Source: an optimization exercise on an open RTL-to-GDS flow (aim: small area). Production flows keep margins and buffers that such runs may drop.
No functional check of the RTL was part of any run shown here.
Power and IR drop assume default switching activity.

## flow/design.v (module list and top-level ports; edited modules follow where they fit)
// module g_inv: 3 lines
// module g_nand2: 3 lines
// module g_nor2: 3 lines
// module g_nand3: 3 lines
// module g_nor3: 3 lines
// module g_nand4: 3 lines
// module g_nor4: 3 lines
// module g_or4: 3 lines
// module g_nand3b: 3 lines
// module g_xor2: 3 lines
// module g_xnor2: 3 lines
// module g_nor2b: 3 lines
// module g_a21oi: 3 lines
// module g_a21boi: 3 lines
// module g_o21ai: 3 lines
// module g_o22ai: 3 lines
// module arbiter256: 2572 lines
module arbiter256 (
	input enable,
	input [255:0] req,
	output [255:0] grant,
	output reg [7:0] select,
	output reg valid,
	input clock,
	input reset
);
  // ...
==> flow/flow/run.sh <==
#!/bin/bash
# The standard layout (standard.sh), with these changes:
#  - after synthesis, every combinational cell is sized down to the
#    smallest cell of its function (flow/downsize.tcl); timing repair
#    sizes up again where needed;
#  - the port buffers are the smallest buffer cell;
#  - repair_design after placement does not use the largest buffers
#    (flow/resize_dont_use.tcl);
#  - clock tree synthesis options from flow/cts_args.txt.
cp standard.sh standard_sh.txt
export POST_SYNTH_TCL="$PWD/flow/downsize.tcl"
export PRE_RESIZE_TCL="$PWD/flow/resize_dont_use.tcl"
export BUFFER_PORTS_ARGS="-buffer_cell sky130_fd_sc_hd__buf_1"
if [[ -f flow/cts_args.txt ]]; then
  export CTS_ARGS="$(cat flow/cts_args.txt)"
fi
bash standard.sh > standard.log 2>&1
==> flow/flow/cts_args.txt <==
-sink_clustering_enable -repair_clock_nets -dont_use_dummy_load -buf_list {sky130_fd_sc_hd__clkbuf_8} -sink_clustering_size 16 -sink_clustering_max_diameter 80
==> flow/flow/downsize.tcl <==
# Size every combinational cell from synthesis down to the smallest cell of
# the same function; then give the cells that drive many pins a stronger
# drive (the platform keeps later resizing to the same footprint).
proc fn_variants {base} {
  set out {}
  foreach lc [get_lib_cells ${base}_*] {
    set name [get_property $lc name]
    if {![regexp "^${base}_(\[0-9\]+)\$" $name -> dr]} { continue }
    if {[get_property $lc dont_use]} { continue }
    lappend out [list $dr $name [get_property $lc area]]
  }
  return $out
}
set n 0
set m 0
foreach inst [get_cells *] {
  set cell [get_property $inst ref_name]
  if {![regexp {^(sky130_fd_sc_hd__([a-z0-9]+))_([0-9]+)$} $cell -> base fn drive]} { continue }
  if {[regexp {^(df|dl|sdf|edf|sedf|clk|buf|conb|tap|fill|decap|diode)} $fn]} { continue }
  set fanout 0
  foreach pin [get_pins -of_objects $inst -filter "direction == output"] {
    set net [get_nets -of_objects $pin]
    if {$net ne ""} {
      incr fanout [llength [get_pins -of_objects $net -filter "direction == input"]]
    }
  }
  set want 0
  if {$fanout >= 8} { set want 2 }
  set best $cell
  set best_area [get_property [get_lib_cells $cell] area]
  foreach v [fn_variants $base] {
    lassign $v dr name a
    if {$want > 0} {
      if {$dr == $want} { set best $name; set best_area 0 }
    } elseif {$a < $best_area - 1e-6} {
      set best $name; set best_area $a
    }
  }
  if {$best ne $cell} {
    replace_cell $inst $best
    if {$want > 0} { incr m } else { incr n }
  }
}
puts "downsize: sized $n cells down, $m high-fanout cells to drive 2"
==> flow/flow/resize_dont_use.tcl <==
# Keep repair_design to the smaller buffers when it buffers the reset net.
set_dont_use [get_lib_cells {sky130_fd_sc_hd__buf_8 sky130_fd_sc_hd__buf_12 sky130_fd_sc_hd__buf_16}]
==> flow/standard.sh <==
#!/bin/bash
# synth_recipe.tcl (not shown) runs the flow's synth.tcl, then flattens the netlist and writes it again
# the make line also repeats each setting of config.mk as NAME=value (left out here)
make -C /OpenROAD-flow-scripts/flow DESIGN_CONFIG=/design/flow/config.mk WORK_HOME=/design/flow/orfs CLKGATE_MAP_FILE= SYNTH_SCRIPT=/design/flow/synth_recipe.tcl "${@:-finish}"
==> flow/config.mk <==
export PLATFORM = sky130hd
export DESIGN_NAME = arbiter256
export DESIGN_NICKNAME = arbiter256
export VERILOG_FILES = /design/flow/design.v
export SDC_FILE = /design/flow/constraint.sdc
export NUM_CORES = 4
export LEC_CHECK = 0
export CAP_MARGIN = 20
export CORE_MARGIN = 2
export CORE_UTILIZATION = 40
export GPL_TIMING_DRIVEN = 0
export SETUP_SLACK_MARGIN = 0.2
export SLEW_MARGIN = 20
export SYNTH_HIERARCHICAL = 1
==> flow/constraint.sdc <==
create_clock -name core_clock -period 3.5 [get_ports {clock}]
set_input_delay 0.7000 -clock core_clock [delete_from_list [all_inputs] [get_ports {clock}]]
set_output_delay 0.7000 -clock core_clock [all_outputs]
set_load 0.01 [all_outputs]
==> impl_metrics.toml, run 1 <==
[die]
core_area_um2 = 35300

[final_layout]
seq_cell_count = 265
regArea_um2 = 6830
final_cell_area_um2 = 19600
final_cell_mix = "420 x buf_1, 347 x nor2_1, 263 x nand2_1"
largest-register = "q"
fin_util = 0.554
nNonClkInverters = 139

[setup_path]
critical_path_arrival_ps = 2600
max_stage_delay_ps = 570
r2r_end = "ev_n_q"
r2r_start = "q[248]"
startpoint_type = "flip-flop"
critPathSlowestCell = "dfstp_2"

[drt]
ant_nets = 0
wl_met2_um = 26400
drc = 0
wl_met3_um = 4040
drt_first_iter_violations = 1006
wl_um = 54800
routed.top_layer = "met4"

[global_route]
grt_pass1_wl_um = 71100
grt_max_degree = 146
antenna_found_initial = 1
met3_usage = 0.0633

[run_status]
status = "no timing/DRC/antenna violations"

[power]
p_clk_mw = 1.55
power_mw = 11.5
p_int_mw = 6.31
seqPwrFrac = 0.401
pg_seq_mw = 4.61
clkPwrFrac = 0.135
switching_share = 0.450

[clock_tree]
ctsResizeCount = 41
cts_tree = "built"
cts_setup_buffers = 14

[place]
place_congestion = 0.839

[sta]
slew_viol_final = 0
whs_ps = 259
setup_viol_count_final = 0
==> run 2: changes to the inputs <==
--- a/flow/config.mk
+++ b/flow/config.mk
@@ -9,6 +9,5 @@
 export CORE_MARGIN = 2
 export CORE_UTILIZATION = 40
 export GPL_TIMING_DRIVEN = 0
-export SETUP_SLACK_MARGIN = 0.2
 export SLEW_MARGIN = 20
 export SYNTH_HIERARCHICAL = 1
==> run 2 against run 1 <==
Now fails the layout checks on setup timing; global-route usage is 0.30 points lower; final cell count is 2.7% lower; total power down 6.9%; synthesized cell count unchanged; critical endpoint is now grant[31]; worst hold slack improved by 5.3 ps; via count down 4.5%; clock-buffer cell count stayed put; maximum frequency is 8.3% lower; non-clock buffer count shrank 73; critical path depth decreased by 4; die area unchanged.
==> impl_metrics.toml, run 2 <==
[run_status]
status = "complete, but fails checks"
violatedChecks = "setup timing"

[global_route]
grt_pass1_wl_um = 70300
overflow = 0
grt_pass1_vias = 12542
antenna_found_initial = 1
grt_max_degree = 146
grt_use_total = 0.249

[die]
die_area_um2 = 37100
core_area_um2 = 35300
fp.dieH_um = 193
ioPinCount = 524
die_x_um = 193
start_util = 0.403
fp-row-count = 69

[setup_path]
cp_cell_sequence = "inv_1 > nor2_1 > nand2_2 > nor2_1 > buf_1"
worst-path-max-fanout = 20
crit_path_end_kind = "primary output"
startpoint_type = "flip-flop"
critical_path_class = "flip-flop to primary output"
critPathSlowestCell = "dfrtp_4"
crit_family = "simple AND/OR/NAND/NOR gates"
cp.required_ps = 2800
max_stage_delay_ps = 720
critical_path_arrival_ps = 2890
critPathBufInv = 2
crit_top_cell = "nor2_1"

[final_layout]
final_cell_mix = "508 x buf_1, 413 x nor2_1, 263 x nand2_1"
mostFrequentLayoutCell = "buf_1"
reg.largest.list = "q: 255 flops, select: 8 flops"
largest_reg_flops = 255
multi_input_area_um2 = 7420
layout.cells.non_filler = 2819
largest-register = "q"
regArea_um2 = 6810
drive_above_1_share = 0.122
design.final.nets = 2618
synthToLayoutAreaGrowth_pct = 25.5
fin_util = 0.505
n_fill_cell = 3506

[sta]
setup_viol_count_final = 24
worst_pin_slew_ps = 1030
finalHoldViolCount = 0
max-slew-margin-rel = 0.308
layout_worst_path_cycle_share = 1.03
fin_skew_ps = 67.7
setup_slack_ps = -94.5
slew_viol_final = 0
fmax_mhz = 278
rsz0062_at_grt = "yes"
final.setup.tns_ps = -535
period_needed_ps = 3590

[logic_synthesis]
syn_area_um2 = 14200
syn-num-nets = 2047
ys.warnings.count = 7
avgSynthCellArea_um2 = 7.96
syn_inst = 1788

[power]
power.leakage_nw = 7.46
p_per_area_nw_per_um2 = 599
p_int_mw = 5.94
seqPwrFrac = 0.436
clkPwrFrac = 0.145
switching_share = 0.445
vdd_drop_max_mv = 0.373
switchingPower_mw = 4.75
p_comb_frac = 0.419

[drt]
drc = 0
dr_total_vias = 14855
post_drt_wl_per_cell_um = 18.0
via_per_inst = 5.27
drt_pass1_iterations = 5
wl_um = 50800
ant_nets = 0
drt_first_iter_violations = 1126

[clock_tree]
clk_latency_ps = 570
path_clk_slew_ps = 100
cts-root-buf = "clkbuf_8"
cts.sinks = 265
cts_tree = "built"
cts_buffer_depth = 3
htree_levels = 1
holdBufCountCts = 0
cts-buffers-inserted = 21

[place]
port_buffers = 523
post-place-ws_ps = 312
place_inst = 2773
dp_hpwl_um = 37500
place_congestion = 0.839

[hold_path]
hold_path_class = "input pin to flip-flop"

[flow_run]
cap_violations = 0
## run 2: final timing paths
kind,from,to,slack (ps),depth (start not counted)
hold / removal,req[51],q[153],260,2
setup / recovery,select[0],grant[31],-90,5
max in group asynchronous,reset,q[127],1950,3
setup reg to reg,q[248],ev_n_q,820,13
min in group asynchronous,reset,q[96],290,2
hold reg to reg,q[158],q[158],460,2
## run 2: final cells by class
type | count | area share
diodes | 1 | 0.000140
clock buffers | 21 | 0.0162
inverters | 139 | 0.0301
multi-input cells | 1387 | 0.416
flip-flops and latches | 265 | 0.382
well taps | 461 | 0.0323
repair buffers | 545 | 0.124
## run 2: layer usage
metal / vias up / wire length [um] / global-route usage
li1: 7313 / - / -
met1: 6969 / 21600 / 0.329
met2: 515 / 24000 / 0.410
met3: 58 / 4080 / 0.0596
met4: 0 / 1180 / 0.0611
met5: - / 0 / 0
## run 2: repair_timing
item                                    in CTS  in global routing
gates resized for setup                     12                109
buffers inserted                             2                 19
gates cloned                                 0                  3
endpoints found under the setup margin     196                244
pin swaps                                    0                 19
hold endpoints to repair                     0                  0
## run 2: power by group through the flow
stage | Clock [mW] | Combinational [mW] | Sequential [mW]
floorplan | 0 | 2.86 | 4.38
global placement | 0 | 3.93 | 4.61
detailed placement | 0 | 4.05 | 4.66
CTS | 1.63 | 4.09 | 4.62
global route | 1.73 | 4.84 | 4.78
finish | 1.55 | 4.48 | 4.67
## run 2: metrics by stage
stage	cell area, um^2	hold slack (ps)	power (mW)
floorplan	14200	442	7.24
global placement	16800	448	8.54
detailed placement	16800	453	8.71
CTS	17200	224	10.3
global route	17800	239	11.4
finish	17800	264	10.7
## run 2: worst reg2reg max path, cell delays in order (launching register included)
cell,delay [ps]
dfstp_2,560
a21oi_1,80
o21ai_1,160
a21oi_1,130
o21ai_1,250
a21boi_0,370
xor2_1,110
o22ai_1,190
nand2_1,130
o22ai_1,180
nand2_1,70
o22ai_1,150
nand2_1,70
nand3b_1,160
==> run 3: changes to the inputs <==
--- a/flow/config.mk
+++ b/flow/config.mk
@@ -9,5 +9,6 @@
 export CORE_MARGIN = 2
 export CORE_UTILIZATION = 40
 export GPL_TIMING_DRIVEN = 0
+export SETUP_SLACK_MARGIN = 0.08
 export SLEW_MARGIN = 20
 export SYNTH_HIERARCHICAL = 1
==> run 3 against run 2 <==
Now clean on timing, DRC and antenna; synthesized cell count is the same; core utilization increased by 0.94 points; worst setup slack improved by 230 ps; die area stayed put; first-iteration DRC count rose by 4.7%; critical path depth grew 4; largest power group is now combinational cells; highest routed layer unchanged.
==> impl_metrics.toml, run 3 <==
[final_layout]
reg.largest.list = "q: 255 flops, select: 8 flops"
drive_above_1_share = 0.153
design.final.nets = 2641
final_cell_mix = "480 x buf_1, 390 x nor2_1, 263 x nand2_1"
regArea_um2 = 6820
mostFrequentLayoutCell = "buf_1"
final_cell_area_um2 = 18200
n_fill_cell = 3495
largest_reg_flops = 255
multi_input_area_um2 = 7560
largest-register = "q"
synthToLayoutAreaGrowth_pct = 27.8

[drt]
dr_total_vias = 15066
wl_met3_um = 4630
drc = 0
wl_met2_um = 24500
drt-met1-wl_um = 21400
drt_first_iter_violations = 1179
drt_pass1_iterations = 6
ant_nets = 0
via_per_inst = 5.30
post_drt_wl_per_cell_um = 18.2
routed.top_layer = "met4"
wl_um = 51800

[hold_path]
hold_start = "req[51]"
hold_path_class = "input pin to flip-flop"
hold_depth = 2
whs_endpoint = "q[153]"

[setup_path]
startpoint_type = "flip-flop"
crit_path_end_kind = "primary output"
critical_path_class = "flip-flop to primary output"
r2r_start = "q[250]"
r2r_end = "ev_n_q"
r2r_slack_ps = 790
worst-path-max-fanout = 8
critical_path_arrival_ps = 2660
r2r_cells = 13
cp.required_ps = 2800

[die]
die_area_um2 = 37100
ioPinCount = 524
fp.dieH_um = 193
start_util = 0.403
die_x_um = 193
core_area_um2 = 35300
fp-row-count = 69

[sta]
worst_pin_slew_ps = 875
max-slew-margin-rel = 0.415
setup_slack_ps = 138
layout_worst_path_cycle_share = 0.961
fmax_mhz = 297
period_needed_ps = 3360
finalHoldViolCount = 0
slew_viol_final = 0
rsz0062_at_grt = "yes"
final.setup.tns_ps = 0
setup_viol_count_final = 0
fin_skew_ps = 66.5

[logic_synthesis]
ys.warnings.count = 7
syn-num-nets = 2047
syn_inst = 1788
avgSynthCellArea_um2 = 7.96
syn_area_um2 = 14200

[global_route]
overflow = 0
grt_pass1_wl_um = 70400
grt_pass1_vias = 12549
grt_use_total = 0.249
grt_max_degree = 146
antenna_found_initial = 2

[power]
power.leakage_nw = 7.76
p_per_area_nw_per_um2 = 601
vdd_drop_max_mv = 0.377
switchingPower_mw = 4.87
switching_share = 0.446
power_mw = 10.9
p_comb_frac = 0.434
p_int_mw = 6.05
seqPwrFrac = 0.425
clkPwrFrac = 0.141

[clock_tree]
clk_latency_ps = 570
holdBufCountCts = 0
path_clk_slew_ps = 100
htree_levels = 1
cts-root-buf = "clkbuf_8"
cts-buffers-inserted = 21
cts_tree = "built"
cts_buffer_depth = 3
cts.sinks = 265

[place]
place_congestion = 0.839
dp_hpwl_um = 37500
port_buffers = 523
placement.cell_area_um2 = 16800
post-place-ws_ps = 312

[flow_run]
cap_violations = 0

[run_status]
status = "no timing/DRC/antenna violations"
[run 3: changes by cell type in the layout (fill, tap and decap cells not counted), sizes merged]
cell	change
clkbuf	+32
buf	-11
nand3b	+2
[run 3: worst max path at each step]
| stage | from | slack, ps | endpoint |
|---|---|---|---|
| 2_1_floorplan | reset | 620 | q[100] |
| 3_3_place_gp | reset | -610 | q[126] |
| 3_5_place_dp | q[102] | 310 | grant[158] |
| 4_1_cts | select[7] | -50 | grant[220] |
| 5_1_grt | q[158] | 10 | grant[54] |
| 6_report | q[155] | 140 | grant[63] |
[run 3: repair_timing]
item / in CTS / in global routing
resized for setup: 26 / 152
gates cloned: 0 / 5
pin swaps: 0 / 30
setup buffers: 2 / 40
setup endpoints to repair: 255 / 250
endpoints found under the hold margin: 0 / 0
[run 3: metrics by stage]
stage | instances | util | hold slack (ps)
after floorplan | 1788 | - | 442
after global placement | 2772 | 0.475 | 448
after detailed placement | 2773 | 0.476 | 453
after CTS | 2796 | 0.490 | 224
after global routing | 2842 | 0.515 | 239
final | 2842 | 0.515 | 264
[run 3: layout make-up]
| type | instances | area share |
|---|---|---|
| multi-input cells | 1389 | 0.416 |
| flip-flops and latches | 265 | 0.375 |
| repair buffers | 566 | 0.132 |
| well taps | 461 | 0.0317 |
| inverters | 139 | 0.0296 |
| clock buffers | 21 | 0.0159 |
| diodes | 1 | 0.000138 |
[run 3: power groups by stage]
stage | Combinational (mW) | Clock (mW) | Sequential (mW)
detailed placement | 4.05 | 0 | 4.66
global placement | 3.93 | 0 | 4.61
CTS | 4.15 | 1.63 | 4.63
finish | 4.74 | 1.54 | 4.64
global route | 5.12 | 1.73 | 4.76
floorplan | 2.86 | 0 | 4.38
[run 3: per-layer routing]
layer | global-route usage | vias to the layer above
met1 | 0.330 | 7062
li1 | - | 7367
met5 | 0 | -
met3 | 0.0584 | 70
met2 | 0.412 | 567
met4 | 0.0587 | 0
[run 3: worst max-delay path, cell delays in order, from the launching register on]
cell and delay (ps):
dfstp_2 560, o22ai_1 100, o22ai_2 190, o22ai_2 120, xnor2_1 170, nand4_1 110, buf_4 170, nand3b_2 320
nor2_1 180, buf_1 160
==> run 4: changes to the inputs <==
--- a/flow/config.mk
+++ b/flow/config.mk
@@ -7,8 +7,9 @@
 export LEC_CHECK = 0
 export CAP_MARGIN = 20
 export CORE_MARGIN = 2
-export CORE_UTILIZATION = 40
+export CORE_UTILIZATION = 60
 export GPL_TIMING_DRIVEN = 0
-export SETUP_SLACK_MARGIN = 0.08
+export PLACE_DENSITY = 0.8
+export SETUP_SLACK_MARGIN = 0.05
 export SLEW_MARGIN = 20
 export SYNTH_HIERARCHICAL = 1
==> run 4 against run 3 <==
Now fails the layout checks on setup timing; register-to-register slack about the same; synthesized cell count did not move; non-clock buffer count shrank 31; sequential share of layout area increased by 1.2 points; via count up 3.7%.
==> impl_metrics.toml, run 4 <==
[sta]
rsz0062_at_grt = "yes"
period_needed_ps = 3600
max-slew-margin-rel = 0.316
layout_worst_path_cycle_share = 1.03
finalHoldViolCount = 0
setup_slack_ps = -103
fin_skew_ps = 34.2
worst_pin_slew_ps = 1020
final.setup.tns_ps = -1450
slew_viol_final = 0
fmax_mhz = 278
setup_viol_count_final = 67

[global_route]
grt_pass1_wl_um = 70900
grt_use_total = 0.368
grt_pass1_vias = 13385
antenna_found_initial = 0
overflow = 0
grt_max_degree = 136

[setup_path]
startpoint_type = "flip-flop"
critical_path_arrival_ps = 2900
r2r_end = "ev_n_q"
r2r_cells = 14
r2r_slack_ps = 800
cp.required_ps = 2800
critical_path_class = "flip-flop to primary output"
worst-path-max-fanout = 20
crit_path_end_kind = "primary output"
r2r_start = "q[228]"

[final_layout]
mostFrequentLayoutCell = "buf_1"
num_antenna_cells = 0
largest-register = "q"
synthToLayoutAreaGrowth_pct = 23.7
reg.largest.list = "q: 255 flops, select: 8 flops"
regArea_um2 = 6810
drive_above_1_share = 0.120
multi_input_area_um2 = 7470
final_cell_mix = "508 x buf_1, 413 x nor2_1, 263 x nand2_1"
largest_reg_flops = 255
design.final.nets = 2609
layout.cells.non_filler = 2667
n_fill_cell = 1875

[logic_synthesis]
syn-num-nets = 2047
ys.warnings.count = 7
syn_area_um2 = 14200
syn_inst = 1788
avgSynthCellArea_um2 = 7.96

[clock_tree]
path_clk_slew_ps = 120
htree_levels = 1
clk_latency_ps = 550
cts-root-buf = "clkbuf_8"
cts-buffers-inserted = 20
cts_tree = "built"
cts.sinks = 265
cts_buffer_depth = 3
holdBufCountCts = 0

[run_status]
violatedChecks = "setup timing"
status = "complete, but fails checks"

[drt]
drc = 0
ant_nets = 0
drt_first_iter_violations = 1715
wl_um = 51300
post_drt_wl_per_cell_um = 19.2
dr_total_vias = 15625
drt_pass1_iterations = 6
via_per_inst = 5.86

[hold_path]
whs_endpoint = "q[202]"
hold_start = "req[149]"
hold_depth = 2
hold_path_class = "input pin to flip-flop"

[power]
power.leakage_nw = 7.43
switching_share = 0.445
clkPwrFrac = 0.140
p_per_area_nw_per_um2 = 605
p_comb_frac = 0.424
vdd_drop_max_mv = 0.383
p_int_mw = 5.91
seqPwrFrac = 0.436
switchingPower_mw = 4.73

[die]
die_area_um2 = 25000
core_area_um2 = 23400
die_x_um = 158
fp-row-count = 56
fp.dieH_um = 158
ioPinCount = 524
start_util = 0.608

[place]
place_congestion = 0.932
place_inst = 2631
port_buffers = 523
dp_hpwl_um = 35900

[flow_run]
cap_violations = 0
[run 4: worst max-delay path: stages, from the launching register on]
cell and delay [ps]:
dfrtp_4 680, inv_1 110, nor2_1 500, nand2_2 580, nor2_1 310, buf_1 180
[run 4: cell type report]
cell class / count / area share
repair buffers: 535 / 0.120
flip-flops and latches: 265 / 0.387
clock buffers: 20 / 0.0156
well taps: 319 / 0.0227
inverters: 139 / 0.0306
multi-input cells: 1389 / 0.424
[run 4: routing by layer]
metal	GRT usage	up-vias	wire length [um]
li1	-	7280	-
met1	0.496	7337	20100
met2	0.559	871	23400
met3	0.104	137	5790
met4	0.160	0	2000
met5	0.0145	-	0
[run 4: worst max path at each step]
stage                   start          to  slack [ps]  cells after the start
detailed placement  select[3]  grant[201]          70                      5
global route        select[3]  grant[184]        -170                      5
finish              select[3]    grant[8]        -100                      5
CTS                    q[118]  grant[222]         -20                      9
floorplan               reset      q[100]         620                      1
global placement        reset       q[85]        -450                      2
[run 4: power groups by stage]
stage                     clock [mW]  sequential, mW  combinational, mW
final                           1.49            4.64               4.51
after global placement             0            4.55               3.83
after global routing            1.61            4.74               4.85
after detailed placement           0            4.61               4.00
after floorplan                    0            4.38               2.86
after CTS                       1.53            4.57               4.04
[run 4: repair_timing]
item                                    in CTS  in global routing
setup buffers                                0                 11
endpoints found under the hold margin        0                  0
endpoints found under the setup margin     256                250
resized for setup                           14                117
gates cloned                                 0                  5
pin swaps                                    0                 16
[run 4: stage by stage]
step | hold WS, ps | setup WS (ps) | power (mW) | util | area [um^2]
after global routing | 263 | -172 | 11.2 | 0.752 | 17600
final | 285 | -103 | 10.6 | 0.752 | 17600
after CTS | 258 | -24.5 | 10.1 | 0.726 | 17000
after global placement | 447 | -451 | 8.38 | 0.709 | 16600
after detailed placement | 453 | 71.5 | 8.61 | 0.711 | 16600
after floorplan | 442 | 622 | 7.24 | - | 14200
==> run 5: changes to the inputs <==
--- a/flow/config.mk
+++ b/flow/config.mk
@@ -8,7 +8,7 @@
 export CAP_MARGIN = 20
 export CORE_MARGIN = 2
 export CORE_UTILIZATION = 60
-export GPL_TIMING_DRIVEN = 0
+export GPL_TIMING_DRIVEN = 1
 export PLACE_DENSITY = 0.8
 export SETUP_SLACK_MARGIN = 0.05
 export SLEW_MARGIN = 20
==> run 5 against run 4 <==
Still fails the layout checks on setup timing; worst hold slack got worse by 31 ps; final cell count up 0.26%; maximum frequency rose by 1.3%; critical path depth increased by 1; routed wire length shrank 0.88%; worst setup slack better by 46 ps; core utilization is 0.73 points lower; synthesized area is the same; flip-flop and latch count unchanged; sequential share of layout area grew 0.30 points; critical endpoint is now grant[45]; largest cell class unchanged; highest routed layer unchanged.
==> impl_metrics.toml, run 5 <==
[sta]
fmax_mhz = 281
max-slew-margin-rel = 0.312
worst_pin_slew_ps = 1030
setup_slack_ps = -56.5
fin_skew_ps = 52.9
rsz0062_at_grt = "yes"
finalHoldViolCount = 0
layout_worst_path_cycle_share = 1.02
final.setup.tns_ps = -209
slew_viol_final = 0
setup_viol_count_final = 18
period_needed_ps = 3560

[clock_tree]
cts-root-buf = "clkbuf_8"
cts.sinks = 265
path_clk_slew_ps = 110
clk_latency_ps = 560
cts_tree = "built"
cts-buffers-inserted = 20
cts_buffer_depth = 3
htree_levels = 1

[final_layout]
multi_input_area_um2 = 7270
drive_above_1_share = 0.101
n_fill_cell = 1893
regArea_um2 = 6800
synthToLayoutAreaGrowth_pct = 22.6
largest_reg_flops = 255
layout.cells.non_filler = 2674
mostFrequentLayoutCell = "buf_1"
reg.largest.list = "q: 255 flops, select: 8 flops"
final_cell_mix = "520 x buf_1, 429 x nor2_1, 263 x nand2_1"
largest-register = "q"
num_antenna_cells = 0
design.final.nets = 2616

[power]
vdd_drop_max_mv = 0.363
p_per_area_nw_per_um2 = 609
power.leakage_nw = 7.32

[logic_synthesis]
syn_area_um2 = 14200
ys.warnings.count = 7
syn_inst = 1788
syn-num-nets = 2047
avgSynthCellArea_um2 = 7.96

[place]
place_inst = 2645
port_buffers = 523
place_congestion = 0.919
dp_hpwl_um = 36500

[drt]
dr_total_vias = 15622
drt_pass1_iterations = 6
wl_um = 50800
drc = 0
ant_nets = 0
via_per_inst = 5.84
drt_first_iter_violations = 1677
post_drt_wl_per_cell_um = 19.0

[die]
ioPinCount = 524
start_util = 0.608
fp.dieH_um = 158
fp-row-count = 56
die_area_um2 = 25000
die_x_um = 158
core_area_um2 = 23400

[hold_path]
hold_path_class = "input pin to asynchronous set/reset pin"

[global_route]
overflow = 0
grt_pass1_vias = 13674
antenna_found_initial = 0
grt_max_degree = 138
grt_use_met1 = 0.507
grt_use_total = 0.375
grtUsageMet2 = 0.579
busiest_layer = "met2"
grt_pass1_wl_um = 72000
met3_usage = 0.0917

[setup_path]
worst-path-max-fanout = 16
critical_path_arrival_ps = 2860
critical_path_class = "flip-flop to primary output"
startpoint_type = "flip-flop"
crit_path_end_kind = "primary output"
cp.required_ps = 2800

[run_status]
status = "complete, but fails checks"
violatedChecks = "setup timing"

[flow_run]
cap_violations = 0
[run 5: per-stage QoR]
step	utilization	cell area (um^2)	hold slack [ps]	setup slack, ps	total power, mW
finish	0.745	17400	253	-56.5	10.6
global placement	0.716	16800	447	564	8.52
global route	0.745	17400	254	-131	11.2
detailed placement	0.716	16800	452	454	8.71
floorplan	-	14200	442	622	7.24
CTS	0.730	17100	249	1.14	10.2
[run 5: critical path: stages, from the launching register on]
cell     delay (ps)
dfrtp_2         620
buf_4           240
inv_1            70
nor2_1          380
nand2_2         560
nor2_1          270
buf_1           180
[run 5: area by class of cell]
type                            instances  share of cell area
Multi-Input combinational cell       1388               0.417
Timing Repair Buffer                  543               0.124
Inverter                              139              0.0306
Clock buffer                           20              0.0158
Tap cell                              319              0.0229
Sequential cell                       265               0.390
[run 5: path summary, 6_finish.rpt]
path	startpoint	endpoint	slack, ps	depth (start not counted)
setup reg to reg	q[228]	ev_n_q	810	14
hold reg to reg	q[205]	q[205]	460	2
setup / recovery	select[0]	grant[45]	-60	6
hold / removal	reset	q[53]	250	2
min in group core_clock	req[105]	q[180]	280	2
max in group asynchronous	reset	q[239]	2300	3
[run 5: report_power, final]
part | internal (mW) | switching [mW]
logic | 1.79 | 2.89
registers | 3.63 | 0.828
clock network | 0.516 | 0.964
[run 5: timing repair]
item / CTS / global route
resized for setup: 10 / 48
setup buffers: 0 / 5
hold buffers: 0 / 0
gates cloned: 0 / 4
pin swaps: 0 / 3
setup endpoints to repair: 224 / 250
[run 5: layer usage]
| layer | wire length (um) | vias up |
|---|---|---|
| li1 | - | 7295 |
| met1 | 20400 | 7387 |
| met2 | 23100 | 811 |
| met3 | 4930 | 129 |
| met4 | 2330 | 0 |
| met5 | 0 | - |

port drivers added, routing unchanged:
In the flow no input, the clock included, has a driving cell. The finished layouts below were timed again as built, in two steps.
Step 1, drivers: a clkbuf_16 drives clock and a buf_2 each remaining input, both assumed.
Step 2 adds t to the input delays and takes it off the output delays; t is the mean of the earliest and latest rising clock arrival at the registers after step 1. Input paths then give back, and output paths get back, about the clock's delay inside the block.
a / b / c = no drivers / after step 1 / after step 2; a / b = the first two.
run	t (ns)	setup slack, ns	worst register clock-pin slew, ns
run 1	0.589	0.204 / 0.154 / 0.482	0.11 / 0.11
run 2	0.587	-0.094 / -0.145 / 0.435	0.11 / 0.11
run 3	0.587	0.138 / 0.088 / 0.436	0.11 / 0.11
run 4	0.580	-0.103 / -0.150 / 0.342	0.12 / 0.12
run 5	0.581	-0.057 / -0.106 / 0.378	0.11 / 0.11
